Source: an optimization exercise on an open RTL-to-GDS flow (aim: a short achievable clock period and few clock cycles). Production flows keep margins and buffers that such runs may drop. Only simulation tests tie the RTL to the original design; equivalence was not proved. Power figures rest on the tool's default switching activity, not on a simulated workload.

## design/flow/flow/run.sh

```bash
#!/bin/bash
set -euo pipefail
bash standard.sh SETUP_SLACK_MARGIN=7.7 TNS_END_PERCENT=100 ABC_CLOCK_PERIOD_IN_PS=3000 finish > standard_flow.log 2>&1
```

## design/flow/config.mk

```make
export PLATFORM = sky130hd
export DESIGN_NAME = Microprocesador
export DESIGN_NICKNAME = Microprocesador
export VERILOG_FILES = /design/flow/design.v
export SDC_FILE = /design/flow/constraint.sdc
export NUM_CORES = 4
export LEC_CHECK = 0
export ABC_CLOCK_PERIOD_IN_PS = 3000
export CAP_MARGIN = 20
export CORE_MARGIN = 2
export CORE_UTILIZATION = 40
export PLACE_DENSITY = 0.6
export SETUP_SLACK_MARGIN = 5
export SLEW_MARGIN = 20
export SYNTH_HIERARCHICAL = 1
export TNS_END_PERCENT = 100
```

## design/flow/constraint.sdc

```tcl
create_clock -name core_clock -period 11.0 [get_ports {CLK}]
set_input_delay 2.2000 -clock core_clock [delete_from_list [all_inputs] [get_ports {CLK}]]
set_output_delay 2.2000 -clock core_clock [all_outputs]
set_load 0.01 [all_outputs]
```

## design/flow/standard.sh

```bash
#!/bin/bash
# synth_recipe.tcl (not shown) runs the flow's synth.tcl, then flattens the netlist and writes it again
# the make line also repeats each setting of config.mk as NAME=value (left out here)
make -C /OpenROAD-flow-scripts/flow DESIGN_CONFIG=/design/flow/config.mk WORK_HOME=/design/flow/orfs CLKGATE_MAP_FILE= SYNTH_SCRIPT=/design/flow/synth_recipe.tcl "${@:-finish}"
```

## design/flow/design.v

```verilog
`timescale 1ns / 1ps
module Mux_2a1_32bits(           
    input  Control,              
    input [31:0] Entrada_0,      
    input [31:0] Entrada_1,      
    output reg [31:0] Salida     
    );
    always @(*)                              
		case(Control)                        
			1'b0: Salida <= Entrada_0;       
			1'b1: Salida <= Entrada_1;       
		endcase
endmodule
`timescale 1ns / 1ps
module Mux_2a1_5bits(            
    input  Control,              
    input [4:0] Entrada_0,       
    input [4:0] Entrada_1,       
    output reg [4:0] Salida      
    );
    always @(*)                            
		case(Control)                      
			1'b0: Salida <= Entrada_0;     
			1'b1: Salida <= Entrada_1;     
		endcase
endmodule
`timescale 1ns / 1ps
module Mux_4a1_32bits(           
    input [1:0] Control,         
    input [31:0] Entrada_0,      
    input [31:0] Entrada_1,      
    input [31:0] Entrada_10,     
    input [31:0] Entrada_11,     
    output reg [31:0] Salida     
    );
    always @(*)                              
		case(Control)                        
			2'b00: Salida <= Entrada_0;      
			2'b01: Salida <= Entrada_1;      
			2'b10: Salida <= Entrada_10;     
			2'b11: Salida <= Entrada_11;     
		endcase
endmodule
`timescale 1ns / 1ps
module SignExtend_8_32(          
    input [7:0] Entrada,         
    input Signo,                 
    output reg [31:0] Salida     
    );
    always @(*) begin
        if (Signo==1) begin
            if (Entrada[7]==1) begin                             
                Salida[31:8] <= 24'b111111111111111111111111;    
                Salida[7:0] <= Entrada[7:0];                     
            end
            else begin                                           
                Salida[31:8] <= 24'b000000000000000000000000;    
                Salida[7:0] <= Entrada[7:0];                     
            end
        end
        else begin
            Salida[31:6] <= 24'b000000000000000000000000;            
            Salida[7:0] <= Entrada[7:0];                             
        end
    end
endmodule
`timescale 1ns / 1ps
module SignExtend_12_32(         
    input [11:0] Entrada,        
    output reg [31:0] Salida     
    );
    always @(*) begin                                
        if (Entrada[11]==1) begin                        
            Salida[31:12] <= 20'b11111111111111111111;    
            Salida[11:0] <= Entrada[11:0];               
        end
        else begin                                       
            Salida[31:12] <= 20'b00000000000000000000;    
            Salida[11:0] <= Entrada[11:0];               
        end
    end
endmodule
`timescale 1ns / 1ps
module SignExtend_13_32(         
    input [12:0] Entrada,        
    output reg [31:0] Salida     
    );
    always @(*) begin                                    
        if (Entrada[12]==1) begin                        
            Salida[31:13] <= 19'b1111111111111111111;    
            Salida[12:0] <= Entrada[12:0];               
        end
        else begin                                       
            Salida[31:13] <= 19'b0000000000000000000;    
            Salida[12:0] <= Entrada[12:0];               
        end
    end
endmodule
`timescale 1ns / 1ps
module SignExtend_16_32(         
    input [15:0] Entrada,        
    input Signo,                
    output reg [31:0] Salida     
    );
    always @(*) begin                                    
        if (Signo==1) begin
            if (Entrada[15]==1) begin                    
                Salida[31:16] <= 16'b1111111111111111;   
                Salida[15:0] <= Entrada[15:0];           
            end
            else begin                                   
                Salida[31:16] <= 16'b000000000000000;    
                Salida[15:0] <= Entrada[15:0];           
            end
        end
    else begin
        Salida[31:16] <= 16'b000000000000000;    
        Salida[15:0] <= Entrada[15:0];           
        end
    end
endmodule
`timescale 1ns / 1ps
module SignExtend_20_32(         
    input [19:0] Entrada,        
    output reg [31:0] Salida     
    );
    always @(*) begin                                
        if (Entrada[19]==1) begin                    
            Salida[31:21] <= 11'b11111111111;        
            Salida[20:0] <= {Entrada[19:0], 1'b0};  
        end
        else begin                                   
            Salida[31:21] <= 11'b00000000000;        
            Salida[20:0] <= {Entrada[19:0], 1'b0};  
        end
    end
endmodule
`timescale 1ns / 1ps
module SignExtend_U(
    input [19:0] Entrada,        
    output reg [31:0] Salida     
    );
    always @(*) begin            
        Salida = {Entrada, 12'b0};    
    end
endmodule
`timescale 1ns / 1ps
module PC_ALU(
	input [31:0] A,     
	input [31:0] B,     
	output reg [31:0] ALU_out   
    );
    always @(*) begin    
        ALU_out=A+B;     
		end
endmodule
`timescale 1ns / 1ps
module RegPC(               
    output reg [31:0] Q,    
    input [31:0] D,         
    input Reset,            
    input CLK               
    );
always @(posedge CLK)       
begin
	if (Reset)
	    Q <= 32'd0;
	else
	    Q <= D;                 
end
endmodule
`timescale 1ns / 1ps
module Banco_Registros(          
    input CLK,                   
    input [4:0] rs2,             
    input [4:0] rs1,             
    input [4:0] rd,              
    input [31:0] di,             
    input wre,                   
    input Reset,
    output reg [31:0] do2,       
    output reg [31:0] do1        
    );
    integer i;
    reg [31:0] registers[31:0];  
	always @(posedge CLK)begin      
	   if(Reset)begin               
	       for(i=0; i<32; i=i+1)    
               registers[i] <= 0;   
	   end
	   else if(wre && rd != 5'd0) begin   
		  registers[rd]<=di;       
		  end
	   end
	always @(*) begin               
	   do2 = (rs2 == 5'd0) ? 32'd0 : registers[rs2];        
	   do1 = (rs1 == 5'd0) ? 32'd0 : registers[rs1];        
	   end
endmodule
`timescale 1ns / 1ps
module Main_ALU(
    input [4:0] Control,            
	input [31:0] A,                 
	input [31:0] B,                 
	output reg [31:0] ALU_out,      
	output reg Flag                 
    );
    always @(*) begin
        ALU_out=32'd0;                  
        Flag=1'b0;
		case (Control)   
			  5'b00000:  
			  begin
			     ALU_out=$signed(A)+$signed(B);
			  end
			  5'b00001:  
			  begin
			     ALU_out=$signed(A)-$signed(B);
			  end
			  5'b00010:  
			  begin
			     ALU_out=A<<B[4:0];
			  end
			  5'b00011:  
			  begin
                if ($signed(A)<$signed(B)) begin
                    ALU_out=32'd1;
                end
                else begin
                    ALU_out=32'd0;
                end
			  end
			  5'b00100:  
			  begin
			     if (A<B) begin
                    ALU_out=32'd1;
                 end
                 else begin
                    ALU_out=32'd0;
                 end
			  end
			  5'b00101:  
			  begin
			     ALU_out=A^B;
			  end
			  5'b00110:  
			  begin
			     ALU_out=A>>B[4:0];
			  end
			  5'b00111:  
			  begin
			     ALU_out=$signed(A)>>>B[4:0];
			  end
			  5'b01000:  
			  begin
			     ALU_out=A|B;
			  end
	          5'b01001:  
	          begin
	             ALU_out=A&B;
	          end
		      5'b01010:  
		      begin
		          ALU_out=B;
		      end
		      5'b01011:  
		      begin
		          if (A==B) begin
		              ALU_out=32'd1;
		              Flag=1;
		          end
		          else begin
		              ALU_out=32'd0;
		              Flag=0;
		          end
		      end
		      5'b01100:  
		      begin
		          if (A!=B) begin
		              ALU_out=32'd1;
		              Flag=1;
		          end
		          else begin
		              ALU_out=32'd0;
		              Flag=0;
		          end
		      end
		      5'b01101:  
		      begin
		          if ($signed(A)<$signed(B)) begin
		              ALU_out=32'd1;
		              Flag=1;
		          end
		          else begin
		              ALU_out=32'd0;
		              Flag=0;
		          end
		      end
		      5'b01110:  
		      begin
		          if ($signed(A)>=$signed(B)) begin
		              ALU_out=32'd1;
		              Flag=1;
		          end
		          else begin
		              ALU_out=32'd0;
		              Flag=0;
		          end
		      end
		      5'b01111:  
		      begin
		          if (A<B) begin
		              ALU_out=32'd1;
		              Flag=1;
		          end
		          else begin
		              ALU_out=32'd0;
		              Flag=0;
		          end
		      end
		      5'b10000:  
		      begin
			     if (A>=B) begin
			          ALU_out=32'd1;
		              Flag=1;
		          end
		          else begin
		              ALU_out=32'd0;
		              Flag=0;
		          end
		      end
		      default: ;
		      endcase
		end
endmodule
`timescale 1ns / 1ps
module Unidad_de_Control(
    input [6:0] opcode,  
	input [6:0] funct7,  
	input [2:0] funct3,  
	output reg wre,     
	output reg [1:0] muxsa,     
	output reg [1:0] muxsb,     
	output reg muximm,  
	output reg [4:0] aluop,     
	output reg [3:0] wme,   
	output reg su,  
	output reg [1:0] muxlm,   
	output reg jrj,     
	output reg [1:0] jrw,     
	output reg [1:0] pcsel  
    );
    always @(*) begin
    wre = 1'b0;
    muxsa = 2'b00;
    muxsb = 2'b00;
    muximm = 1'b0;
    aluop = 5'b00000;
    wme = 4'b0000;
    su = 1'b0;
    muxlm = 2'b10;
    jrj = 1'b0;
    jrw = 2'b00;
    pcsel = 2'b00;
    case (opcode)
        7'b0000011:  
        begin
        wre = 1'b1;
        jrw = 2'b01;
            case (funct3)    
                3'b000: begin  
                    su = 1'b1;
                    muxlm = 2'b01;
                end
                3'b001: begin  
                    su = 1'b1;
                    muxlm = 2'b00;
                end
                3'b010: begin  
                    su = 1'b1;
                    muxlm = 2'b10;
                end
                3'b100: begin  
                    su = 1'b0;
                    muxlm = 2'b01;
                end
                3'b101: begin  
                    su = 1'b0;
                    muxlm = 2'b00;
                end
                default: begin
                    su = 1'b0;
                    muxlm = 2'b10;
                end
            endcase 
        end
        7'b0010011:  
        begin
        wre = 1'b1;
            case (funct3)    
                3'b000: aluop = 5'b00000;  
                3'b001: aluop = 5'b00010;  
                3'b010: aluop = 5'b00011;  
                3'b011: aluop = 5'b00100;  
                3'b100: aluop = 5'b00101;  
                3'b101: aluop = funct7[5] ? 5'b00111 : 5'b00110;  
                3'b110: aluop = 5'b01000;  
                default: aluop = 5'b01001;  
            endcase 
        end
        7'b0100011:  
        begin
        muximm = 1'b1;
            case (funct3)    
                3'b000: wme = 4'b0001;    
                3'b001: wme = 4'b0011;    
                3'b010: wme = 4'b1111;    
                default: wme = 4'b0000;
            endcase
        end
        7'b0110011:  
        begin
        wre = 1'b1;
        muxsb = 2'b01;
            case (funct3)       
                3'b000: aluop = funct7[5] ? 5'b00001 : 5'b00000;  
                3'b001: aluop = 5'b00010;  
                3'b010: aluop = 5'b00011;  
                3'b011: aluop = 5'b00100;  
                3'b100: aluop = 5'b00101;  
                3'b101: aluop = funct7[5] ? 5'b00111 : 5'b00110;  
                3'b110: aluop = 5'b01000;  
                default: aluop = 5'b01001;  
            endcase
        end
        7'b1100011:  
        begin
        muxsb = 2'b01;
        pcsel = 2'b01;
            case (funct3)        
                3'b000: aluop = 5'b01011;  
                3'b001: aluop = 5'b01100;  
                3'b100: aluop = 5'b01101;  
                3'b101: aluop = 5'b01110;  
                3'b110: aluop = 5'b01111;  
                3'b111: aluop = 5'b10000;  
                default: aluop = 5'b00000;
            endcase
        end
        7'b0010111:  
        begin
        wre = 1'b1;
        muxsa = 2'b10;
        muxsb = 2'b10;
        end
        7'b0110111:  
        begin
        wre = 1'b1;
        muxsa = 2'b11;
        muxsb = 2'b10;
        aluop = 5'b01010;
        end
        7'b1100111:  
        begin
        wre = 1'b1;
        jrj = 1'b1;
        jrw = 2'b10;
        end
        7'b1101111:  
        begin
        wre = 1'b1;
        jrw = 2'b10;
        pcsel = 2'b10;
        end
        default: ;
    endcase
    end
endmodule
`timescale 1ns / 1ps
module Microprocesador(
    input CLK,
    input Reset,
    output [31:0] imem_addr,
    input  [31:0] imem_rdata,
    output [31:0] dmem_addr,
    output [31:0] dmem_wdata,
    output [3:0]  dmem_wstrb,
    input  [31:0] dmem_rdata
    );
    reg [11:2] fpc;      
    reg [31:0] pcb;      
    reg [31:0] rpc;      
    reg        r_redir;  
    reg        r_kill;   
    reg        d_v, d_pt;
    reg [31:0] d_ir, d_pc;
    reg        e_v;
    reg [31:0] e_a, e_b, e_bn, e_sd, e_alt;
    reg [5:0]  e_k;      
    reg        e_fa, e_fb, e_fn, e_fs;
    reg [4:0]  e_rd;
    reg        e_wr, e_ld, e_st, e_br, e_jalr;
    reg [2:0]  e_f3;
    reg        e_s_add, e_s_sll, e_s_sr, e_s_sra, e_s_slt, e_s_sltu, e_s_xor, e_s_or, e_s_and, e_s_pass;
    reg        e_c_eq, e_c_lt, e_c_ltu, e_c_inv;
    reg [31:0] m_res, m_addr, m_wdata;
    reg [3:0]  m_wstrb;
    reg [4:0]  m_rd;
    reg        m_wr, m_ld;
    reg [2:0]  m_f3;
    reg [31:0] w_res;
    reg [4:0]  w_rd;
    reg        w_wr;
    reg [31:0] rf [1:31];
    assign imem_addr  = {20'd0, fpc, 2'b00};
    assign dmem_addr  = m_addr;
    assign dmem_wdata = m_wdata;
    assign dmem_wstrb = m_wstrb;
    wire        f_pt;
    wire [11:2] f_next;
    rv_fetch u_fetch (.fpc(fpc), .ins(imem_rdata), .taken(f_pt), .next(f_next));
    wire [31:0] lw = dmem_rdata >> {m_addr[1:0], 3'b000};
    wire [31:0] ld_val = (m_f3[1:0] == 2'b00) ? {{24{lw[7]  & ~m_f3[2]}}, lw[7:0]} :
                         (m_f3[1:0] == 2'b01) ? {{16{lw[15] & ~m_f3[2]}}, lw[15:0]} : lw;
    wire [6:0] op  = d_ir[6:0];
    wire [2:0] f3  = d_ir[14:12];
    wire [4:0] rd  = d_ir[11:7];
    wire [4:0] rs1 = d_ir[19:15];
    wire [4:0] rs2 = d_ir[24:20];
    wire op_lui   = (op == 7'b0110111);
    wire op_auipc = (op == 7'b0010111);
    wire op_jal   = (op == 7'b1101111);
    wire op_jalr  = (op == 7'b1100111);
    wire op_br    = (op == 7'b1100011);
    wire op_ld    = (op == 7'b0000011);
    wire op_st    = (op == 7'b0100011);
    wire op_imm   = (op == 7'b0010011);
    wire op_reg   = (op == 7'b0110011);
    wire op_alu   = op_reg | op_imm;
    wire use1 = ~(op_lui | op_auipc | op_jal);
    wire useb = op_reg | op_br;             
    wire use2 = useb | op_st;
    wire wr_d = (op_lui | op_auipc | op_jal | op_jalr | op_ld | op_alu) && (rd != 5'd0);
    wire sub_d = op_reg && f3 == 3'b000 && d_ir[30];
    wire [31:0] immI = {{20{d_ir[31]}}, d_ir[31:20]};
    wire [31:0] immS = {{20{d_ir[31]}}, d_ir[31:25], d_ir[11:7]};
    wire [31:0] immB = {{19{d_ir[31]}}, d_ir[31], d_ir[7], d_ir[30:25], d_ir[11:8], 1'b0};
    wire [31:0] immU = {d_ir[31:12], 12'b0};
    wire [31:0] immJ = {{11{d_ir[31]}}, d_ir[31], d_ir[19:12], d_ir[20], d_ir[30:21], 1'b0};
    wire [31:0] d_tB, d_tJ, d_tU, d_pc4, pcb4;
    rv_add32 u_tB (.a(d_pc), .b(immB), .ci(1'b0), .s(d_tB));
    rv_add32 u_tJ (.a(d_pc), .b(immJ), .ci(1'b0), .s(d_tJ));
    rv_add32 u_tU (.a(d_pc), .b(immU), .ci(1'b0), .s(d_tU));
    rv_inc32 u_d4 (.a(d_pc), .s(d_pc4));
    rv_inc32 u_p4 (.a(pcb),  .s(pcb4));
    wire [31:0] d_tP   = ({32{op_jal}} & d_tJ) | ({32{~op_jal}} & d_tB);
    wire        d_bbk  = op_br && d_ir[31];
    wire        d_sp   = op_jal || d_bbk;                
    wire        pf_t   = !r_redir && d_v && d_pt;
    wire [31:0] pc_f   = ({32{r_redir}} & rpc) | ({32{pf_t}} & d_tP) | ({32{!r_redir && !pf_t}} & pcb4);
    wire fe1 = e_wr && rs1 == e_rd;
    wire fe2 = e_wr && rs2 == e_rd;
    wire hz_e = e_ld && ((use1 && fe1) || (use2 && fe2));
    wire hz_2 = use1 && fe1 && useb && fe2;
    wire stall = d_v && (hz_e || hz_2);
    wire        jb_e   = fe1 && e_s_pass;
    wire        jb_m   = !fe1 && m_wr && !m_ld && rs1 == m_rd;
    wire        jalr_id = op_jalr && (jb_e || jb_m);
    wire [31:0] jt_e, jt_m;
    rv_add32 u_je (.a(e_alt), .b(immI), .ci(1'b0), .s(jt_e));
    rv_add32 u_jm (.a(m_res), .b(immI), .ci(1'b0), .s(jt_m));
    wire [31:0] jt_id  = ({32{jb_e}} & jt_e) | ({32{~jb_e}} & jt_m);
    wire id_redir = d_v && !stall && (jalr_id || (!op_jalr && d_sp != d_pt));
    wire [31:0] id_tgt = ({32{op_jalr}} & {jt_id[31:1], 1'b0}) | ({32{!op_jalr && d_sp}} & d_tP) |
                         ({32{!op_jalr && !d_sp}} & d_pc4);
    wire [31:0] rf1 = (rs1 == 5'd0) ? 32'd0 : rf[rs1];
    wire [31:0] rf2 = (rs2 == 5'd0) ? 32'd0 : rf[rs2];
    wire [31:0] m_val = m_ld ? ld_val : m_res;
    wire [31:0] r1 = (m_wr && rs1 == m_rd) ? m_val : (w_wr && rs1 == w_rd) ? w_res : rf1;
    wire [31:0] r2 = (m_wr && rs2 == m_rd) ? m_val : (w_wr && rs2 == w_rd) ? w_res : rf2;
    wire [31:0] bsel = useb ? r2 : op_st ? immS : immI;
    wire e_ok = ~r_kill;
    wire [31:0] j0, j1, a2, u0, u1, u2;
    rv_add32 u_j0 (.a(e_a),   .b(e_b),    .ci(1'b0), .s(j0));
    rv_add32 u_j1 (.a(m_res), .b(e_b),    .ci(1'b0), .s(j1));
    rv_add32 u_a2 (.a(e_a),   .b(m_res),  .ci(1'b0), .s(a2));
    rv_add32 u_u0 (.a(e_a),   .b(e_bn),   .ci(1'b1), .s(u0));
    rv_add32 u_u1 (.a(m_res), .b(e_bn),   .ci(1'b1), .s(u1));
    rv_add32 u_u2 (.a(e_a),   .b(~m_res), .ci(1'b1), .s(u2));
    wire [31:0] sum = ({32{e_k[0]}} & j0) | ({32{e_k[1]}} & j1) | ({32{e_k[2]}} & a2) |
                      ({32{e_k[3]}} & u0) | ({32{e_k[4]}} & u1) | ({32{e_k[5]}} & u2);
    wire [31:0] jt = ({32{e_fa}} & j1) | ({32{~e_fa}} & j0);
    wire eq0, eq1, eq2, lu0, lu1, lu2, ls0, ls1, ls2;
    rv_cmp32 u_c0 (.a(e_a),   .b(e_b),   .eq(eq0), .ltu(lu0), .lts(ls0));
    rv_cmp32 u_c1 (.a(m_res), .b(e_b),   .eq(eq1), .ltu(lu1), .lts(ls1));
    rv_cmp32 u_c2 (.a(e_a),   .b(m_res), .eq(eq2), .ltu(lu2), .lts(ls2));
    wire eq   = (e_fa & eq1) | (e_fb & eq2) | (e_fn & eq0);
    wire ltu  = (e_fa & lu1) | (e_fb & lu2) | (e_fn & lu0);
    wire lt   = (e_fa & ls1) | (e_fb & ls2) | (e_fn & ls0);
    wire [31:0] A  = e_fa ? m_res : e_a;
    wire [31:0] B  = e_fb ? m_res : e_b;
    wire [31:0] SD = e_fs ? m_res : e_sd;
    wire [31:0] shl = A << B[4:0];
    wire [31:0] shr = {{32{e_s_sra & A[31]}}, A} >> B[4:0];
    wire [31:0] ex_res = ({32{e_s_add}}  & sum)
                       | ({32{e_s_sll}}  & shl)
                       | ({32{e_s_sr}}   & shr)
                       | ({32{e_s_slt}}  & {31'd0, lt})
                       | ({32{e_s_sltu}} & {31'd0, ltu})
                       | ({32{e_s_xor}}  & (A ^ B))
                       | ({32{e_s_or}}   & (A | B))
                       | ({32{e_s_and}}  & (A & B))
                       | ({32{e_s_pass}} & e_alt);
    wire taken   = (e_c_eq & eq) | (e_c_lt & lt) | (e_c_ltu & ltu);
    wire redir   = e_ok & ((e_br & (taken ^ e_c_inv)) | e_jalr);
    wire [31:0] redir_pc = e_jalr ? {jt[31:1], 1'b0} : e_alt;
    wire [3:0] strb = (e_f3[1:0] == 2'b00) ? (4'b0001 << jt[1:0]) :
                      (e_f3[1:0] == 2'b01) ? (jt[1] ? 4'b1100 : 4'b0011) : 4'b1111;
    always @(posedge CLK) begin
        if (Reset) begin
            fpc  <= 10'd0;
            rpc  <= 32'd0;
            r_redir <= 1'b1;
            r_kill  <= 1'b0;
            d_pt <= 1'b0;
            d_v  <= 1'b0;
            e_v  <= 1'b0;
            e_wr <= 1'b0; e_ld <= 1'b0; e_st <= 1'b0; e_br <= 1'b0; e_jalr <= 1'b0;
            m_wr <= 1'b0; m_ld <= 1'b0; m_wstrb <= 4'b0000;
            w_wr <= 1'b0;
        end else begin
            if (redir)
                fpc <= redir_pc[11:2];
            else if (id_redir)
                fpc <= id_tgt[11:2];
            else if (!stall)
                fpc <= f_next;
            rpc     <= redir ? redir_pc : id_tgt;
            r_redir <= redir || id_redir;
            r_kill  <= redir;
            if (!stall)
                d_pt <= f_pt;
            if (redir || id_redir)
                d_v <= 1'b0;
            else if (!stall)
                d_v <= 1'b1;
            begin : idex
                reg v;
                v = d_v && !stall;
                e_v    <= v;
                e_wr   <= v && wr_d;
                e_ld   <= v && op_ld;
                e_st   <= v && op_st;
                e_br   <= v && op_br;
                e_jalr <= v && op_jalr && !jalr_id;
            end
            m_wr    <= e_wr && e_ok;
            m_ld    <= e_ld && e_ok;
            m_wstrb <= (e_st && e_ok) ? strb : 4'b0000;
            w_wr    <= m_wr;
        end
    end
    always @(posedge CLK) begin
        if (!stall) begin
            d_ir <= imem_rdata;
            d_pc <= pc_f;
            pcb  <= pc_f;
        end
        e_rd  <= rd;
        e_f3  <= f3;
        e_fa  <= use1 && fe1;
        e_fb  <= useb && fe2;
        e_fn  <= !(use1 && fe1) && !(useb && fe2);
        e_fs  <= fe2;
        e_a   <= r1;
        e_b   <= bsel;
        e_bn  <= ~bsel;
        e_sd  <= r2;
        e_alt <= ({32{op_lui}} & immU) | ({32{op_auipc}} & d_tU) |
                 ({32{op_br && !d_bbk}} & d_tB) |
                 ({32{!(op_lui || op_auipc || (op_br && !d_bbk))}} & d_pc4);
        e_k   <= {sub_d && (useb && fe2), sub_d && (use1 && fe1), sub_d && !(use1 && fe1) && !(useb && fe2),
                  !sub_d && (useb && fe2), !sub_d && (use1 && fe1), !sub_d && !(use1 && fe1) && !(useb && fe2)};
        e_s_add  <= op_ld || op_st || (op_alu && f3 == 3'b000);
        e_s_sll  <= op_alu && f3 == 3'b001;
        e_s_sr   <= op_alu && f3 == 3'b101;
        e_s_sra  <= d_ir[30];
        e_s_slt  <= op_alu && f3 == 3'b010;
        e_s_sltu <= op_alu && f3 == 3'b011;
        e_s_xor  <= op_alu && f3 == 3'b100;
        e_s_or   <= op_alu && f3 == 3'b110;
        e_s_and  <= op_alu && f3 == 3'b111;
        e_s_pass <= op_lui || op_auipc || op_jal || op_jalr;
        e_c_eq   <= f3[2:1] == 2'b00;
        e_c_lt   <= f3[2:1] == 2'b10;
        e_c_ltu  <= f3[2:1] == 2'b11;
        e_c_inv  <= f3[0] ^ d_bbk;
        m_rd    <= e_rd;
        m_f3    <= e_f3;
        m_res   <= ex_res;
        m_addr  <= jt;
        m_wdata <= (e_f3[1:0] == 2'b00) ? {4{SD[7:0]}} :
                   (e_f3[1:0] == 2'b01) ? {2{SD[15:0]}} : SD;
        w_rd  <= m_rd;
        w_res <= m_val;
    end
    reg rst_q;
    always @(posedge CLK) rst_q <= Reset;
    integer i;
    always @(posedge CLK) begin
        if (rst_q) begin
            for (i = 1; i < 32; i = i + 1)
                rf[i] <= 32'd0;
        end else if (w_wr) begin
            rf[w_rd] <= w_res;
        end
    end
endmodule
module rv_add32 (
    input  [31:0] a,
    input  [31:0] b,
    input         ci,
    output [31:0] s
    );
    assign s = a + b + {31'd0, ci};
endmodule
module rv_inc32 (
    input  [31:0] a,
    output [31:0] s
    );
    assign s = a + 32'd4;
endmodule
module rv_cmp32 (
    input  [31:0] a,
    input  [31:0] b,
    output        eq,
    output        ltu,
    output        lts
    );
    assign eq  = (a == b);
    assign ltu = (a < b);
    assign lts = ($signed(a) < $signed(b));
endmodule
module rv_fetch (
    input  [11:2] fpc,
    input  [31:0] ins,
    output        taken,
    output [11:2] next
    );
    wire        jal = (ins[6:0] == 7'b1101111);
    wire        bbk = (ins[6:0] == 7'b1100011) && ins[31];
    wire [11:2] tJ  = fpc + {ins[20], ins[30:22]};
    wire [11:2] tB  = fpc + {ins[7], ins[30:25], ins[11:9]};
    wire [11:2] n4  = fpc + 10'd1;
    assign taken = jal | bbk;
    assign next  = ({10{jal}} & tJ) | ({10{bbk}} & tB) | ({10{!jal && !bbk}} & n4);
endmodule
```

==> out/qor.csv, run 1 <==
stage,metric,value,unit
drt,routed-wl-met2,201,mm
global_route,grt_use_total,32.4,%
logic_synthesis,syn_avg_cell_area,11.1,um2
critical_path,reg2reg_slack,7.21,ns
cts,worstSkewPairLatency,0.88,ns
power_and_ir_drop,p_leak,46.6,nW
finish,fillCellCount,22600,
cts,holdBufCountCts,0,
critical_path,required,11.67,ns
drt,wire_per_inst,33.4,um
sta,fmax,0.264,GHz
power_and_ir_drop,p_per_area,141,mW/mm2
critical_path,crit_path_end_kind,flip-flop,
cts,cts_tree,yes,
power_and_ir_drop,p_total,17.3,mW
flow_run,drv_cap,0,
logic_synthesis,synth_top_area_cell,edfxtp_1,
logic_synthesis,synth_edf_count,1088,
sta,finalSetupTns,0,ns
logic_synthesis,yosysUniqueCellTypes,105,
finish,multiInputGateArea,0.0630,mm2
global_route,grt_pass1_vias,81800,
placement,dp_hpwl,277,mm
cts,h-tree-depth,4,
drt,drt_first_iter_violations,10700,
floorplanning,rows,185,
drt,route.detailed.drc,0,
floorplanning,die_area,0.259,mm2
placement,io_buffers,143,
floorplanning,die_y,509,um
drt,vias,83700,
placement,dp_cells,12300,
finish,nets,10100,
cts,cts_buffers,172,
cts,clockRootBuffer,clkbuf_16,
critical_path,cpMostUsedCell,a21oi_1,
critical_path,path_class,reg2reg,
logic_synthesis,seq_area_frac_synth,39.9,%
finish,syn_to_final_growth,20.5,%
global_route,grt_max_degree,65,
drt,first_pass_iters,9,
logic_synthesis,netlist_top_cells_count,"edfxtp_1, and2_1, nor2_1",
drt,highest-signal-layer,met5,
sta,fin_crit_sh,34.5,%
run_status,outcome,finished clean,
sta,max_slew_margin,21.0,%
drt,drt.antenna.violating_nets,0,
worst_hold_path,hp-class,reg2reg,
logic_synthesis,synth_most_common_cell,edfxtp_1,
drt,wl_met3,42.3,mm
drt,wl_met1,155,mm
drt,wl,435,mm
logic_synthesis,synth_ff_type,edfxtp_1,
logic_synthesis,yosysWarningCount,7,
placement,globalplace.congestion,1.02,
critical_path,arrival,4.46,ns
critical_path,cp_max_fo,10,
critical_path,cp_slowest_stage_delay,0.51,ns
sta,worstMarginPinSlew,1.18,ns
cts,cts_sinks,1490,
floorplanning,die_x,509,um
cts,clockBufferDepth,3,
sta,fin_crit,3.79,ns
critical_path,cp_slowest_cell,edfxtp_1,
logic_synthesis,ys_seq_elements,1490,
logic_synthesis,netlist_instances,9173,
cts,clkTransAtPathRegs,0.06,ns
finish,regArea,0.0411,mm2
global_route,grt_pass1_wl,601,mm
sta,rsz0062_at_grt,true,
logic_synthesis,syn_area,0.102,mm2
logic_synthesis,ys_async_sr_fraction,0,%
global_route,grt_overflow,0,
finish,instances_no_fill,13000,
critical_path,worst_setup_path_start_kind,flip-flop,
floorplanning,core,0.254,mm2
finish,drive_gt1_share,28.9,%
logic_synthesis,synth_top_area_share,32.0,%
floorplanning,num_io_pins,166,
sta,drv_slew,0,
sta,hold_viol_final,0,
sta,skew,0.0923,ns
global_route,antenna_found_initial,36,
critical_path,crit_chain,clkbuf_16 -> ha_1 -> a21oi_1 -> o21ai_1 -> nor2_1 -> a31oi_4 -> buf_4 -> a21o_1 -> a21oi_1 -> xnor2_2 -> mux2_2 -> a221oi_1 -> o32ai_2,
floorplanning,initial_core_util,40.2,%
sta,finalSetupViolations,0,
power_and_ir_drop,max-vdd-ir-drop,0.000169,V
logic_synthesis,synth.top_cells.by_area,"edfxtp_1, mux4_2, dfxtp_1",
drt,vias_per_cell,6.43,
==> repair_timing <==
action	4_1_cts	5_1_grt
buffers inserted	274	122
endpoints found under the setup margin	1131	478
pin swaps	270	162
cloned	23	12
endpoints found under the hold margin	0	0
gates resized for setup	1297	383
==> Yosys stat by module (local to each module, per instance) <==
| module | cells inside | times used | flops+latches | area, um2 |
|---|---|---|---|---|
| rv_inc32 | 79 | 2 | 0 | 574 |
| Microprocesador | 6008 | 1 | 1490 | 79200 |
| rv_cmp32 | 115 | 3 | 0 | 826 |
| rv_add32 | 229 | 11 | 0 | 1650 |
| rv_fetch | 143 | 1 | 0 | 1040 |
==> through the flow <==
step / utilization [%] / area, um2 / hold WS (ns) / setup slack, ns
3_3_place_gp: 42.4 / 108000 / 0.389 / 5.56
3_5_place_dp: 42.4 / 108000 / 0.384 / 5.43
5_1_grt: 48.4 / 123000 / 0.401 / 7.10
6_report: 48.4 / 123000 / 0.393 / 7.21
4_1_cts: 47.3 / 120000 / 0.394 / 7.26
2_1_floorplan: - / 103000 / 0.310 / 6.70
==> cell type report <==
cell class | count | area share [%]
inverter | 308 | 0.946
clock buffer | 240 | 3.85
multi-input combinational | 6778 | 51.2
sequential | 1490 | 33.4
tap | 3366 | 3.42
timing repair buffer | 744 | 6.27
antenna | 13 | 0.0265
clock inverter | 72 | 0.824
==> registers in the layout, summed over array words and instances (netlist names), 3 cells and up, named ones only <==
signal   flops
m_wstrb      4
e_alt       32
w_res       32
m_res       32
e_b         32
e_bn        32
e_rd         5
d_pc        32
w_rd         5
e_k          6
m_wdata     32
rpc         32
rf        1024
d_ir        32
m_rd         5
e_a         32
fpc         10
e_f3         3
e_sd        32
m_addr      32
m_f3         3
==> worst max-delay path, delay by kind of cell (launching register included) <==
family	cells	cell delay [ns]
AO/OA/AOI/OAI	7	1.36
XOR/XNOR	1	0.27
adder cells (fa/ha/maj)	1	0.41
buffers and inverters	2	0.47
flip-flops	1	0.51
multiplexers	1	0.36
AND/OR/NAND/NOR	1	0.19
==> routing by layer <==
layer,up-vias,global-route usage (%)
li1,35300,-
met5,-,0
met4,20,22.2
met3,1367,6.76
met2,5003,52.1
met1,42000,39.0
==> cell usage in the layout (no fill, tap or decap), types with 38 or more instances in the layout <==
cell / n
conb_1: 48
buf_6: 152
xor2_1: 160
buf_12: 40
xnor2_1: 206
dfxtp_2: 107
a221oi_1: 46
edfxtp_1: 1088
dfxtp_4: 70
nor2b_1: 38
or2_2: 41
and2_1: 1007
mux4_2: 639
nor2_1: 579
buf_4: 411
mux2i_2: 53
clkbuf_1: 52
a21o_1: 113
o21ai_1: 76
o211ai_1: 58
a22oi_1: 99
inv_1: 290
mux2i_1: 255
a221o_1: 40
and3_1: 57
a21oi_1: 375
dfxtp_1: 225
a21oi_2: 62
nand3_1: 144
mux2_2: 118
clkbuf_16: 186
o21a_1: 49
o21ai_0: 279
nand4_1: 70
nor3_1: 58
clkdlybuf4s50_1: 45
ha_1: 406
nor2_4: 48
ha_4: 71
nand2_1: 495
==> worst paths after layout <==
kind	startpoint	endpoint	depth (start not counted)
worst min register to register	e_rd[0]	m_rd[0]	0
worst max register to register	d_ir[31]	rpc[21]	13
worst max-delay path	d_ir[31]	rpc[21]	13
worst min-delay path	e_rd[0]	m_rd[0]	0
==> cells by family after synthesis <==
logic type      Yosys count  synth area share, %
other cells               2              0.00736
fa+ha+maj               530                 6.67
flops                  1490                 39.9
compound gates         1821                 12.5
mux                    1108                 18.9
xor+xnor                386                 3.31
simple gates           2879                 14.9
buf+inv                 957                 3.81
==> power breakdown <==
part	leakage, nW	total, mW	switching, mW	internal (mW)
clock network	2.76	5.91	2.56	3.35
logic	29.2	4.77	2.86	1.91
registers	14.6	6.63	0.314	6.31
Testbench counts, summed over its fixed seeds: cycles 33,928.
==> inputs of run 2 (changes only) <==
--- a/design/flow/design.v
+++ b/design/flow/design.v
@@ -496,5 +496,5 @@
     reg [31:0] d_ir, d_pc;
     reg        e_v;
-    reg [31:0] e_a, e_b, e_bn, e_sd, e_alt;
+    reg [31:0] e_a, e_b, e_sd, e_alt;
     reg [5:0]  e_k;      
     reg        e_fa, e_fb, e_fn, e_fs;
@@ -549,7 +549,7 @@
     wire [31:0] immJ = {{11{d_ir[31]}}, d_ir[31], d_ir[19:12], d_ir[20], d_ir[30:21], 1'b0};
     wire [31:0] d_tB, d_tJ, d_tU, d_pc4, pcb4;
-    rv_add32 u_tB (.a(d_pc), .b(immB), .ci(1'b0), .s(d_tB));
-    rv_add32 u_tJ (.a(d_pc), .b(immJ), .ci(1'b0), .s(d_tJ));
-    rv_add32 u_tU (.a(d_pc), .b(immU), .ci(1'b0), .s(d_tU));
+    rv_add32 u_tB (.a(d_pc), .b(immB), .s(d_tB));
+    rv_add32 u_tJ (.a(d_pc), .b(immJ), .s(d_tJ));
+    rv_add32 u_tU (.a(d_pc), .b(immU), .s(d_tU));
     rv_inc32 u_d4 (.a(d_pc), .s(d_pc4));
     rv_inc32 u_p4 (.a(pcb),  .s(pcb4));
@@ -568,6 +568,6 @@
     wire        jalr_id = op_jalr && (jb_e || jb_m);
     wire [31:0] jt_e, jt_m;
-    rv_add32 u_je (.a(e_alt), .b(immI), .ci(1'b0), .s(jt_e));
-    rv_add32 u_jm (.a(m_res), .b(immI), .ci(1'b0), .s(jt_m));
+    rv_add32 u_je (.a(e_alt), .b(immI), .s(jt_e));
+    rv_add32 u_jm (.a(m_res), .b(immI), .s(jt_m));
     wire [31:0] jt_id  = ({32{jb_e}} & jt_e) | ({32{~jb_e}} & jt_m);
     wire id_redir = d_v && !stall && (jalr_id || (!op_jalr && d_sp != d_pt));
@@ -582,10 +582,10 @@
     wire e_ok = ~r_kill;
     wire [31:0] j0, j1, a2, u0, u1, u2;
-    rv_add32 u_j0 (.a(e_a),   .b(e_b),    .ci(1'b0), .s(j0));
-    rv_add32 u_j1 (.a(m_res), .b(e_b),    .ci(1'b0), .s(j1));
-    rv_add32 u_a2 (.a(e_a),   .b(m_res),  .ci(1'b0), .s(a2));
-    rv_add32 u_u0 (.a(e_a),   .b(e_bn),   .ci(1'b1), .s(u0));
-    rv_add32 u_u1 (.a(m_res), .b(e_bn),   .ci(1'b1), .s(u1));
-    rv_add32 u_u2 (.a(e_a),   .b(~m_res), .ci(1'b1), .s(u2));
+    rv_add32 u_j0 (.a(e_a),   .b(e_b),    .s(j0));
+    rv_add32 u_j1 (.a(m_res), .b(e_b),    .s(j1));
+    rv_add32 u_a2 (.a(e_a),   .b(m_res),  .s(a2));
+    rv_sub32 u_u0 (.a(e_a),   .b(e_b),    .s(u0));
+    rv_sub32 u_u1 (.a(m_res), .b(e_b),    .s(u1));
+    rv_sub32 u_u2 (.a(e_a),   .b(m_res),  .s(u2));
     wire [31:0] sum = ({32{e_k[0]}} & j0) | ({32{e_k[1]}} & j1) | ({32{e_k[2]}} & a2) |
                       ({32{e_k[3]}} & u0) | ({32{e_k[4]}} & u1) | ({32{e_k[5]}} & u2);
@@ -675,5 +675,4 @@
         e_a   <= r1;
         e_b   <= bsel;
-        e_bn  <= ~bsel;
         e_sd  <= r2;
         e_alt <= ({32{op_lui}} & immU) | ({32{op_auipc}} & d_tU) |
@@ -720,8 +719,14 @@
     input  [31:0] a,
     input  [31:0] b,
-    input         ci,
     output [31:0] s
     );
-    assign s = a + b + {31'd0, ci};
+    assign s = a + b;
+endmodule
+module rv_sub32 (
+    input  [31:0] a,
+    input  [31:0] b,
+    output [31:0] s
+    );
+    assign s = a - b;
 endmodule
 module rv_inc32 (
--- a/design/flow/config.mk
+++ b/design/flow/config.mk
@@ -13,4 +13,3 @@
 export SETUP_SLACK_MARGIN = 5
 export SLEW_MARGIN = 20
-export SYNTH_HIERARCHICAL = 1
 export TNS_END_PERCENT = 100
==> run 2 against run 1 <==
Via count shrank 6.3%. Largest power group unchanged. Worst hold slack lost 0.065 ns. Clock-buffer cell count shrank 10. Register-to-register slack lost 0.29 ns. Sequential cell count shrank 32. Sequential share of layout area grew 0.98 points. Final area shrank 4.5%. Final cell count shrank 6.1%.
==> out/qor.csv, run 2 <==
stage,metric,value,unit,change
logic_synthesis,synth_top_area_cell,edfxtp_1,,
drt,drt_first_iter_violations,9333,,-13%
critical_path,path_class,reg2reg,,
sta,hold_viol_final,0,,unchanged
global_route,grt_pass1_wl,583,mm,-3.0%
logic_synthesis,yosysWarningCount,1,,-6
logic_synthesis,syn_area,0.0959,mm2,-6.0%
finish,final_cell_mix,"edfxtp_1, and2_1, mux4_2",,
drt,route.detailed.drc,0,,unchanged
cts,clockRootBuffer,clkbuf_16,,
floorplanning,die_y,494,um,-3.0%
critical_path,arrival,4.83,ns,+0.37 ns
run_status,outcome,finished clean,,
logic_synthesis,synth_ff_type,edfxtp_1,,
finish,largest_register_ff_count,1024,,unchanged
sta,skew,0.0786,ns,-0.0136 ns
finish,largest_register,rf,,
cts,clkTransAtPathRegs,0.06,ns,about the same
logic_synthesis,synth.top_cells.by_area,"edfxtp_1, mux4_2, dfxtp_1",,
power_and_ir_drop,p_total,16.8,mW,-3.1%
global_route,grt_pass1_vias,76800,,-6.1%
sta,drv_slew,0,,unchanged
power_and_ir_drop,max-vdd-ir-drop,0.000133,V,-21%
cts,cts_tree,yes,,
sta,rsz0062_at_grt,true,,
cts,cts_buffers,169,,-1.7%
global_route,grt_max_degree,66,,+1.5%
cts,worstSkewPairLatency,0.85,ns,-0.03 ns
finish,drive_gt1_share,30.8,%,+1.9 points
logic_synthesis,synth_edf_count,1088,,unchanged
finish,syn_to_final_growth,22.4,%,
floorplanning,initial_core_util,40.3,%,+0.067 points
drt,vias,78400,,-6.3%
placement,pre_cts_slack,5.49,ns,+0.0569 ns
power_and_ir_drop,p_leak,43.7,nW,-6.1%
sta,max_slew_margin,11.0,%,-10 points
placement,globalplace.congestion,1.00,,-1.9%
finish,layout_commonest_cell,edfxtp_1,,
critical_path,crit_path_end_kind,flip-flop,,
logic_synthesis,netlist_instances,8646,,-5.7%
floorplanning,rows,179,,-3.2%
floorplanning,core,0.238,mm2,-6.2%
placement,dp_hpwl,277,mm,-0.18%
placement,place_area,0.101,mm2,-6.3%
drt,first_pass_iters,8,,-1
logic_synthesis,yosysUniqueCellTypes,106,,+0.95%
drt,wire_per_inst,34.5,um,+3.1%
critical_path,worst_setup_path_start_kind,flip-flop,,
global_route,grt_use_met1,42.2,%,+3.2 points
logic_synthesis,ys_async_sr_fraction,0,%,unchanged
global_route,antenna_found_initial,35,,-2.8%
global_route,use_met3,6.25,%,-0.51 points
sta,fin_crit_sh,37.1,%,+2.6 points
critical_path,cp_max_fo,5,,-5
drt,drt.antenna.violating_nets,0,,unchanged
global_route,grtUsageMet2,54.2,%,+2.1 points
logic_synthesis,synth_most_common_cell,edfxtp_1,,
cts,clockBufferDepth,3,,unchanged
global_route,grt-busiest-layer,met2,,
sta,timing.hold.ws,0.328,ns,-0.0651 ns
flow_run,drv_cap,0,,unchanged
global_route,grt_use_total,33.5,%,+1.2 points
critical_path,required,11.75,ns,+0.08 ns
cts,h-tree-depth,4,,unchanged
drt,vias_per_cell,6.42,,-0.21%
sta,worstMarginPinSlew,1.33,ns,+0.148 ns
drt,wl,421,mm,-3.2%
worst_hold_path,hp-class,reg2reg,,
sta,fin_crit,4.08,ns,+0.289 ns
floorplanning,die_x,494,um,-3.0%
logic_synthesis,seq_area_frac_synth,41.8,%,+1.9 points
sta,setup_ws,6.92,ns,-0.289 ns
finish,nets,9348,,-7.4%
logic_synthesis,ys_seq_elements,1458,,-2.1%
placement,io_buffers,143,,unchanged
cts,cts_sinks,1458,,-2.1%
power_and_ir_drop,p_per_area,143,mW/mm2,+1.5%
logic_synthesis,synth_top_area_share,34.1,%,+2.0 points
floorplanning,die_area,0.244,mm2,-6.0%
finish,stdcell_area,0.117,mm2,-4.5%
floorplanning,num_io_pins,166,,unchanged
sta,fmax,0.245,GHz,-7.1%
logic_synthesis,syn_avg_cell_area,11.1,um2,-0.27%
sta,finalSetupViolations,0,,unchanged
logic_synthesis,netlist_top_cells_count,"edfxtp_1, and2_1, mux4_2",,
global_route,grt_overflow,0,,unchanged
sta,finalSetupTns,0,ns,unchanged
run 2: cell families after synthesis:
| kind of cell | share of synthesized area [%] |
|---|---|
| other | 0.00391 |
| XOR/XNOR | 2.74 |
| multiplexers | 18.6 |
| AO/OA/AOI/OAI | 13.5 |
| AND/OR/NAND/NOR | 13.9 |
| buffers and inverters | 4.25 |
| flip-flops | 41.8 |
| adder cells (fa/ha/maj) | 5.25 |
run 2: final timing paths:
kind | startpoint | end | slack (ns) | cells after the start
setup / recovery | e_b[1] | rpc[31] | 6.92 | 16
hold reg to reg | e_f3[2] | m_f3[2] | 0.33 | 0
setup reg to reg | e_b[1] | rpc[31] | 6.92 | 16
hold / removal | e_f3[2] | m_f3[2] | 0.33 | 0
run 2: cell type report:
class | count | area (um2)
fillers | 21100 | 121000
multi-input cells | 6177 | 58000
flip-flops and latches | 1458 | 40400
repair buffers | 765 | 8170
clock buffers | 230 | 4650
well taps | 3167 | 3960
inverters | 316 | 1210
clock inverters | 80 | 930
diodes | 21 | 52.6
run 2: power breakdown:
| group | internal (mW) | switching, mW |
|---|---|---|
| Clock | 3.25 | 2.51 |
| Combinational | 1.82 | 2.67 |
| Sequential | 6.20 | 0.323 |
| Total | 11.3 | 5.50 |
run 2: what timing repair did:
item	4_1_cts	5_1_grt
setup endpoints to repair	840	370
gates resized for setup	1428	473
gates cloned	30	10
pin swaps	240	204
hold buffers	0	0
buffers inserted	282	107
run 2: critical path: stages, from the launching register on:
cell	delay [ns]
dfxtp_4	0.37
clkinvlp_4	0.16
buf_6	0.16
ha_4	0.28
nor2b_4	0.05
o311ai_4	0.31
a21oi_2	0.14
a221oi_4	0.38
o211ai_1	0.19
nand2_2	0.23
buf_6	0.13
o211ai_1	0.09
buf_4	0.20
a21oi_2	0.14
nand3b_1	0.24
o211ai_1	0.49
a211oi_2	0.40
run 2: metrics by stage:
stage / utilization [%] / std cells
floorplan: - / 8667
global placement: 42.3 / 11500
detailed placement: 42.3 / 11500
CTS: 47.8 / 12100
global route: 49.2 / 12200
finish: 49.3 / 12200
run 2: metal layers:
metal / routed length, um / vias to the layer above
li1: - / 33000
met1: 157000 / 39800
met2: 196000 / 4474
met3: 38200 / 1118
met4: 29900 / 12
met5: 75 / -
Testbench counts of run 2, summed over its fixed seeds: cycles 33,928.
==> inputs of run 3 (changes only) <==
--- a/design/flow/design.v
+++ b/design/flow/design.v
@@ -490,5 +490,6 @@
     reg [11:2] fpc;      
     reg [31:0] pcb;      
-    reg [31:0] rpc;      
+    reg [31:0] ra, rb;   
+    reg        rclr;     
     reg        r_redir;  
     reg        r_kill;   
@@ -556,6 +557,8 @@
     wire [31:0] d_tP   = ({32{op_jal}} & d_tJ) | ({32{~op_jal}} & d_tB);
     wire        d_bbk  = op_br && d_ir[31];
-    wire        d_sp   = op_jal || d_bbk;                
     wire        pf_t   = !r_redir && d_v && d_pt;
+    wire [31:0] rsum;
+    rv_add32 u_rs (.a(ra), .b(rb), .s(rsum));
+    wire [31:0] rpc    = {rsum[31:1], rsum[0] & ~rclr};
     wire [31:0] pc_f   = ({32{r_redir}} & rpc) | ({32{pf_t}} & d_tP) | ({32{!r_redir && !pf_t}} & pcb4);
     wire fe1 = e_wr && rs1 == e_rd;
@@ -571,7 +574,5 @@
     rv_add32 u_jm (.a(m_res), .b(immI), .s(jt_m));
     wire [31:0] jt_id  = ({32{jb_e}} & jt_e) | ({32{~jb_e}} & jt_m);
-    wire id_redir = d_v && !stall && (jalr_id || (!op_jalr && d_sp != d_pt));
-    wire [31:0] id_tgt = ({32{op_jalr}} & {jt_id[31:1], 1'b0}) | ({32{!op_jalr && d_sp}} & d_tP) |
-                         ({32{!op_jalr && !d_sp}} & d_pc4);
+    wire id_redir = d_v && !stall && jalr_id;
     wire [31:0] rf1 = (rs1 == 5'd0) ? 32'd0 : rf[rs1];
     wire [31:0] rf2 = (rs2 == 5'd0) ? 32'd0 : rf[rs2];
@@ -620,5 +621,7 @@
         if (Reset) begin
             fpc  <= 10'd0;
-            rpc  <= 32'd0;
+            ra   <= 32'd0;
+            rb   <= 32'd0;
+            rclr <= 1'b0;
             r_redir <= 1'b1;
             r_kill  <= 1'b0;
@@ -633,8 +636,16 @@
                 fpc <= redir_pc[11:2];
             else if (id_redir)
-                fpc <= id_tgt[11:2];
+                fpc <= jt_id[11:2];
             else if (!stall)
                 fpc <= f_next;
-            rpc     <= redir ? redir_pc : id_tgt;
+            if (redir) begin
+                ra   <= e_jalr ? A : e_alt;
+                rb   <= e_jalr ? e_b : 32'd0;
+                rclr <= e_jalr;
+            end else begin
+                ra   <= jb_e ? e_alt : m_res;
+                rb   <= immI;
+                rclr <= 1'b1;
+            end
             r_redir <= redir || id_redir;
             r_kill  <= redir;
--- a/design/flow/config.mk
+++ b/design/flow/config.mk
@@ -13,3 +13,4 @@
 export SETUP_SLACK_MARGIN = 5
 export SLEW_MARGIN = 20
+export SYNTH_HIERARCHICAL = 1
 export TNS_END_PERCENT = 100
==> run 3 against run 2 <==
Sequential power is 3.2% higher. Global-route usage is 0.10 points lower. Power is 5.0% higher.
==> out/qor.csv, run 3 <==
stage,metric,value,unit,change
finish,largest_register_ff_count,1024,,unchanged
critical_path,rr_worst_depth,18,,+2
floorplanning,initial_core_util,40.2,%,-0.084 points
placement,globalplace.congestion,1.05,,+4.7%
finish,instances_no_fill,13000,,+6.2%
cts,cts_sinks,1491,,+2.3%
global_route,grt_overflow,0,,unchanged
worst_hold_path,min_from,e_f3[2],,
floorplanning,die_area,0.259,mm2,+6.2%
power_and_ir_drop,p_leak,47.5,nW,+8.7%
critical_path,path_class,reg2reg,,
critical_path,cp_num_buf_inv,7,,+3
finish,fillCellCount,22700,,+7.6%
cts,cts_tree,yes,,
critical_path,cp_slowest_stage_delay,0.39,ns,-0.10 ns
finish,utilization,48.2,%,-1.1 points
finish,largest_register,rf,,
sta,finalSetupTns,0,ns,unchanged
sta,rsz0062_at_grt,true,,
sta,max_slew_margin,15.1,%,+4.1 points
logic_synthesis,yosysWarningCount,7,,+6
cts,cts_buffers,169,,unchanged
critical_path,crit_chain,buf_12 -> inv_4 -> ha_4 -> and2_4 -> a221o_1 -> a221o_1 -> buf_6 -> buf_4 -> nor3_4 -> a222oi_1 -> buf_4 -> o22a_4 -> mux2i_4 -> nor3_4 -> buf_6 -> nand2b_4 -> clkbuf_16 -> o22ai_2,,
sta,fmax,0.260,GHz,+6.0%
worst_hold_path,holdPathEnd,m_f3[2],,
drt,vias_per_cell,6.48,,+0.96%
finish,nets,10000,,+7.3%
sta,fin_crit_sh,35.0,%,-2.1 points
flow_run,drv_cap,0,,unchanged
finish,drive_gt1_share,28.5,%,-2.3 points
power_and_ir_drop,p_per_area,144,mW/mm2,+0.83%
floorplanning,num_io_pins,166,,unchanged
finish,multiInputGateArea,0.0620,mm2,+6.9%
floorplanning,rows,185,,+3.4%
sta,finalSetupViolations,0,,unchanged
worst_hold_path,holdPathStages,0,,unchanged
logic_synthesis,syn_area,0.102,mm2,+6.2%
critical_path,required,11.81,ns,+0.06 ns
critical_path,reg2reg_slack,7.15,ns,+0.23 ns
critical_path,worst_setup_path_start_kind,flip-flop,,
sta,worstMarginPinSlew,1.24,ns,-0.0941 ns
cts,clockRootBuffer,clkbuf_16,,
floorplanning,die_y,509,um,+3.0%
power_and_ir_drop,max-vdd-ir-drop,0.000155,V,+16%
floorplanning,core,0.254,mm2,+6.5%
cts,clkTransAtPathRegs,0.07,ns,about the same
sta,timing.hold.ws,0.349,ns,+0.0208 ns
cts,h-tree-depth,4,,unchanged
critical_path,r2r-start,m_res[27],,
drt,wire_per_inst,34.3,um,-0.50%
critical_path,cp_slowest_cell,a221o_1,,
sta,skew,0.0733,ns,-0.00532 ns
cts,worstSkewPairLatency,0.88,ns,+0.03 ns
global_route,antenna_found_initial,46,,+31%
run_status,outcome,finished clean,,
finish,syn_to_final_growth,19.9,%,
placement,io_buffers,143,,unchanged
drt,drt_first_iter_violations,11400,,+22%
sta,drv_slew,0,,unchanged
critical_path,cp_max_fo,7,,+2
sta,hold_viol_final,0,,unchanged
finish,final_cell_mix,"edfxtp_1, and2_1, mux4_2",,
global_route,grt_use_total,33.4,%,-0.10 points
drt,wl,445,mm,+5.7%
critical_path,worstReg2RegEnd,ra[14],,
floorplanning,die_x,509,um,+3.0%
global_route,grt_pass1_wl,616,mm,+5.6%
sta,setup_ws,7.15,ns,+0.230 ns
placement,dp_cells,12200,,+6.7%
drt,drt.antenna.violating_nets,0,,unchanged
placement,pre_cts_slack,5.92,ns,+0.430 ns
drt,first_pass_iters,8,,unchanged
drt,vias,84000,,+7.2%
finish,layout_commonest_cell,edfxtp_1,,
cts,clockBufferDepth,3,,unchanged
critical_path,arrival,4.66,ns,-0.17 ns
logic_synthesis,syn_avg_cell_area,11.1,um2,about the same
worst_hold_path,hp-class,reg2reg,,
critical_path,crit_path_end_kind,flip-flop,,
sta,fin_crit,3.85,ns,-0.230 ns
finish,regArea,0.0412,mm2,+1.9%
placement,dp_hpwl,286,mm,+3.2%
drt,route.detailed.drc,0,,unchanged
logic_synthesis,netlist_instances,9181,,+6.2%
global_route,grt_max_degree,66,,unchanged
critical_path,crit_family,compound AO/OA/AOI/OAI gates,,
global_route,grt_pass1_vias,81200,,+5.7%
run 3: changes by cell type in the layout (fill, tap and decap cells not counted), sizes merged, moves of 60 or more:
cell	previous run	this run
mux2i	211	423
ha	382	510
a221oi	112	30
a22oi	35	117
xnor2	185	264
inv	310	383
nand4	46	113
a21o	107	169
a21oi	548	488
run 3: worst max path at each step:
| stage | startpoint | endpoint | slack, ns | depth (start not counted) |
|---|---|---|---|---|
| 6_report | m_res[27] | ra[14] | 7.15 | 18 |
| 5_1_grt | m_res[25] | ra[14] | 7.07 | 17 |
| 4_1_cts | m_res[25] | fpc[4] | 7.31 | 16 |
| 3_5_place_dp | dmem_rdata[31] | e_b[20] | 5.92 | 8 |
| 3_3_place_gp | dmem_rdata[31] | e_b[23] | 5.97 | 8 |
| 2_1_floorplan | imem_rdata[9] | fpc[10] | 7.21 | 10 |
run 3: timing repair:
| item | in CTS | in global routing |
|---|---|---|
| gates cloned | 18 | 6 |
| hold buffers | 0 | 0 |
| resized for setup | 1276 | 437 |
| pin swaps | 200 | 232 |
| setup endpoints to repair | 992 | 473 |
| setup buffers | 262 | 125 |
run 3: final cells by class:
cell class	count	share of cell area, %
Antenna cell	19	0.0389
Inverter	370	1.16
Sequential cell	1491	33.7
Clock buffer	219	3.79
Multi-Input combinational cell	6659	50.8
Clock inverter	100	0.896
Tap cell	3366	3.45
Timing Repair Buffer	748	6.24
run 3: where the power goes:
part / switching, mW / leakage [nW] / internal [mW]
logic: 2.94 / 30.1 / 2.00
clock network: 2.61 / 2.79 / 3.32
registers: 0.408 / 14.6 / 6.33
run 3: per-layer routing:
metal / vias up / part of all wire [%] / wire [um] / GRT usage [%]
li1: 35000 / - / - / -
met1: 42200 / 36 / 162000 / 41.8
met2: 5490 / 45 / 201000 / 52.2
met3: 1339 / 11 / 48400 / 7.56
met4: 24 / 7.7 / 34100 / 21.5
met5: - / 0.033 / 149 / 0
run 3: through the flow:
step                      instance area, um2  total power, mW
final                                 122000             17.6
after global routing                  122000             18.0
after CTS                             119000             17.2
after detailed placement              107000             10.9
after global placement                107000             10.9
after floorplan                       102000             9.23
Testbench counts of run 3, summed over its fixed seeds: cycles 33,928.

[afterwards: timing with drivers on the ports]
In the flow no input, the clock included, has a driving cell. The finished layouts below were timed again as built, in two steps. Step 1 (the two cells are an assumption about what drives the block):
set clk [get_ports {CLK}]
set_driving_cell -lib_cell sky130_fd_sc_hd__clkbuf_16 $clk
set_driving_cell -lib_cell sky130_fd_sc_hd__buf_2 [delete_from_list [all_inputs] $clk]
Step 2 times the ports against the registers' clock, not the clock port: input delays grow and output delays shrink by t, the midpoint of the rising clock arrivals with the driver on. Slacks: ideal / step 1 / step 2; pairs: ideal / step 1.
run	t (ns)	setup slack, ns	worst setup path after step 2	clock arrival spread, ns	cell pins on the clock port's net
run 1	0.927	7.209 / 7.209 / 6.423	input to register	0.094 / 0.094	1
run 2	0.912	6.920 / 6.920 / 6.203	input to register	0.087 / 0.087	1
run 3	0.931	7.150 / 7.150 / 6.408	input to register	0.076 / 0.076	1
After both steps setup and hold are still met in every run listed. The setup slack of run 1, which loses most, moves by 0.000 ns with the drivers and by -0.786 ns with both steps.
